From an optimization exercise on the open Yosys and OpenROAD flow, aimed at small area; shortcuts taken in it are not production practice. In this exercise RTL edits were held to simulation tests only and were not proved equivalent to the original. Power is estimated from default activity; no workload was simulated.

Setup of v6:
## cpu_system
module cpu_system (
    input          clk,
    input          reset,           
    output [31:0]  pc,
    output         imem_read,
    output [5:0]   imem_addr,
    input  [127:0] imem_rdata,
    input          imem_busywait,
    output         dmem_read,
    output         dmem_write,
    output [5:0]   dmem_addr,
    output [31:0]  dmem_wdata,
    input  [31:0]  dmem_rdata,
    input          dmem_busywait
);
    reg  [31:2] pc_q;
    assign pc = {pc_q, 2'b00};
    reg        ic_rd;                  
    reg  [7:0] ic_valid;
    reg  [2:0] ic_tag  [0:7];
    reg [59:0] ic_data [0:7];
    wire [2:0] ic_idx = pc_q[6:4];
    wire       ic_hit = ic_valid[ic_idx] & (ic_tag[ic_idx] == pc_q[9:7]);
    wire       ic_busy = ~ic_hit;
    wire       ic_fill = ic_rd & ~imem_busywait;
    assign imem_read = ic_rd;
    assign imem_addr = pc_q[9:4];
    wire [59:0] ic_wline;
    ienc enc0 (imem_rdata[31:0],   ic_wline[14:0]);
    ienc enc1 (imem_rdata[63:32],  ic_wline[29:15]);
    ienc enc2 (imem_rdata[95:64],  ic_wline[44:30]);
    ienc enc3 (imem_rdata[127:96], ic_wline[59:45]);
    wire [31:0] ic_wsel = 32'd1 << pc_q[6:2];
    reg  [14:0] e;
    integer wi;
    always @(*) begin
        e = 15'd0;
        for (wi = 0; wi < 32; wi = wi + 1)
            e = e | (ic_data[wi / 4][15*(wi % 4) +: 15] & {15{ic_wsel[wi]}});
    end
    always @(posedge clk) begin
        if (reset)
            ic_rd <= 1'b0;
        else
            ic_rd <= ic_busy & ~ic_fill;
    end
    genvar gi;
    generate
        for (gi = 0; gi < 8; gi = gi + 1) begin : icl
            always @(posedge clk) begin
                if (reset)
                    ic_valid[gi] <= 1'b0;
                else if (ic_fill && ic_idx == gi)
                    ic_valid[gi] <= 1'b1;
            end
            always @(posedge clk) begin
  ...
For scale: about 2,600 cells after synthesis, ~910 flip-flops, about 240 I/O pins, ~37,000 µm² of cells after synthesis.
==> flow/config.mk <==
export PLATFORM = sky130hd
export DESIGN_NAME = cpu_system
export DESIGN_NICKNAME = cpu_system
export VERILOG_FILES = /design/flow/design.v
export SDC_FILE = /design/flow/constraint.sdc
export NUM_CORES = 4
export LEC_CHECK = 0
export ABC_AREA = 1
export CAP_MARGIN = 10
export CORE_MARGIN = 2
export CORE_UTILIZATION = 60
export PLACE_DENSITY = 0.7
export SLEW_MARGIN = 10
==> flow/constraint.sdc <==
create_clock -name core_clock -period 18.0 [get_ports {clk}]
set_input_delay 3.6000 -clock core_clock [delete_from_list [all_inputs] [get_ports {clk}]]
set_output_delay 3.6000 -clock core_clock [all_outputs]
set_load 0.01 [all_outputs]
standard.sh (not shown) runs the stock make flow with config.mk's settings and CLKGATE_MAP_FILE= SYNTH_SCRIPT=/design/flow/synth_recipe.tcl, a recipe that flattens the netlist after the stock synthesis.
==> flow/flow/run.sh <==
#!/bin/bash
# Own layout flow: the standard flow, with
#  - synthesis: abc maps the logic with an area-oriented script (flow/area.abc);
#  - port buffers: the smallest buffer (buf_1) instead of the flow's default choice;
#  - clock tree: small clock buffers and no dummy loads.
set -euo pipefail
W=$(pwd)
export AREA_ABC_SCRIPT=$W/flow/area.abc
export FLOW_SYNTH_TCL=$W/synth_recipe.tcl
bash standard.sh SYNTH_SCRIPT=$W/flow/synth.tcl synth > $W/synth.log 2>&1
bash standard.sh \
  "BUFFER_PORTS_ARGS=-buffer_cell sky130_fd_sc_hd__buf_1" \
  "CTS_ARGS=-sink_clustering_enable -repair_clock_nets -dont_use_dummy_load -sink_clustering_size 18 -sink_clustering_max_diameter 55 -buf_list {sky130_fd_sc_hd__clkbuf_8}" \
  finish > $W/layout.log 2>&1
==> flow/flow/area.abc <==
strash
&get -n
&deepsyn -T 60
&dch -f
&nf -R 1000
&put
mfs3 -a
topo
==> flow/flow/synth.tcl <==
# The standard flow's synthesis (synth_recipe.tcl), with only the combinational mapping script of abc
# replaced by flow/area.abc. Registers, their names and cell types are untouched.
proc abc {args} {
  set i [lsearch $args -script]
  if { $i >= 0 } { lset args [expr {$i + 1}] $::env(AREA_ABC_SCRIPT) }
  yosys abc {*}$args
}
source $::env(FLOW_SYNTH_TCL)
The following lists how v7 was set up differently from v6:
--- a/flow/design.v
+++ b/flow/design.v
@@ -116,17 +116,18 @@
     wire [2:0] rs2  = br ? py : e[2:0];
     wire [7:0] imm  = e[7:0];
     wire [7:0] off  = {e[7:3], e[10:8]};
     reg  [7:0] regs [0:7];
     wire [7:0] a = regs[rs1];
     wire [7:0] b = regs[rs2];
-    wire [7:0] bb  = b ^ {8{op_sub}};
+    wire       inv = op_sub | br;               
+    wire [7:0] bb  = b ^ {8{inv}};
     wire [7:0] ag  = a & bb;
     wire [7:0] ap  = a ^ bb;
     wire [8:0] cy;
-    assign cy[0] = op_sub;
+    assign cy[0] = inv;
     genvar gk;
     generate
         for (gk = 0; gk < 8; gk = gk + 1) begin : addc
             assign cy[gk+1] = ag[gk] | (ap[gk] & cy[gk]);
         end
     endgenerate
@@ -220,13 +221,13 @@
             always @(posedge clk) begin
                 if (reset || (we && rd == gr))
                     regs[gr] <= wd;
             end
         end
     endgenerate
-    wire taken = op_j | (br & (e[13] ^ (a == b)));
+    wire taken = op_j | (br & (e[13] ^ (&ap)));      
     wire [7:0]  toff = taken ? off : 8'h00;
     wire [8:0]  lo_sum = {1'b0, pc_q[9:2]} + {1'b0, toff} + 9'd1;
     wire        hi_inc = lo_sum[8] & ~toff[7];
     wire        hi_dec = ~lo_sum[8] & toff[7];
     wire [21:0] hi_x = pc_q[31:10] ^ {22{hi_dec}};
     wire [21:0] hi_p;
### Flow results
- v7 finished end to end and its layout was clean on timing, DRC and antenna.
- As far as share of cell area taken by flip-flops and latches is concerned, v6 and v7 perform about the same.
- Power across v7 and v6: no real change.
- v6 → v7: initial cell density of the core stayed essentially flat; part of the total power dissipated in the clock network level; number of global-route vias before repair decreased about 0.37%.
- In terms of area after synthesis, v7 and v6 differ only marginally.

-- what the ideal ports hide --
In the flow no input, the clock included, has a driving cell. The finished layouts below were timed again as built, in two steps.
Step 1: set_driving_cell puts a clkbuf_16 on clk and a buf_2 on each other input, an assumption about the parent block.
Step 2, shift: input delay + t, output delay - t, t = (earliest + latest rising clock arrival at the registers) / 2. This alone moves slack from input paths to output paths.
Slacks: ideal ports / drivers / drivers and shift; pairs: ideal ports / drivers.
run | t, ns | setup slack, ns | worst setup path at the end | worst register clock-pin slew, ns | worst data-port slew with drivers (ns)
v6 | 0.716 | 2.262 / 2.262 / 2.262 | register to register | 0.11 / 0.11 | 0.09
v7 | 0.723 | 3.695 / 3.695 / 3.695 | register to register | 0.11 / 0.11 | 0.08
After both steps every run listed still meets setup and hold.
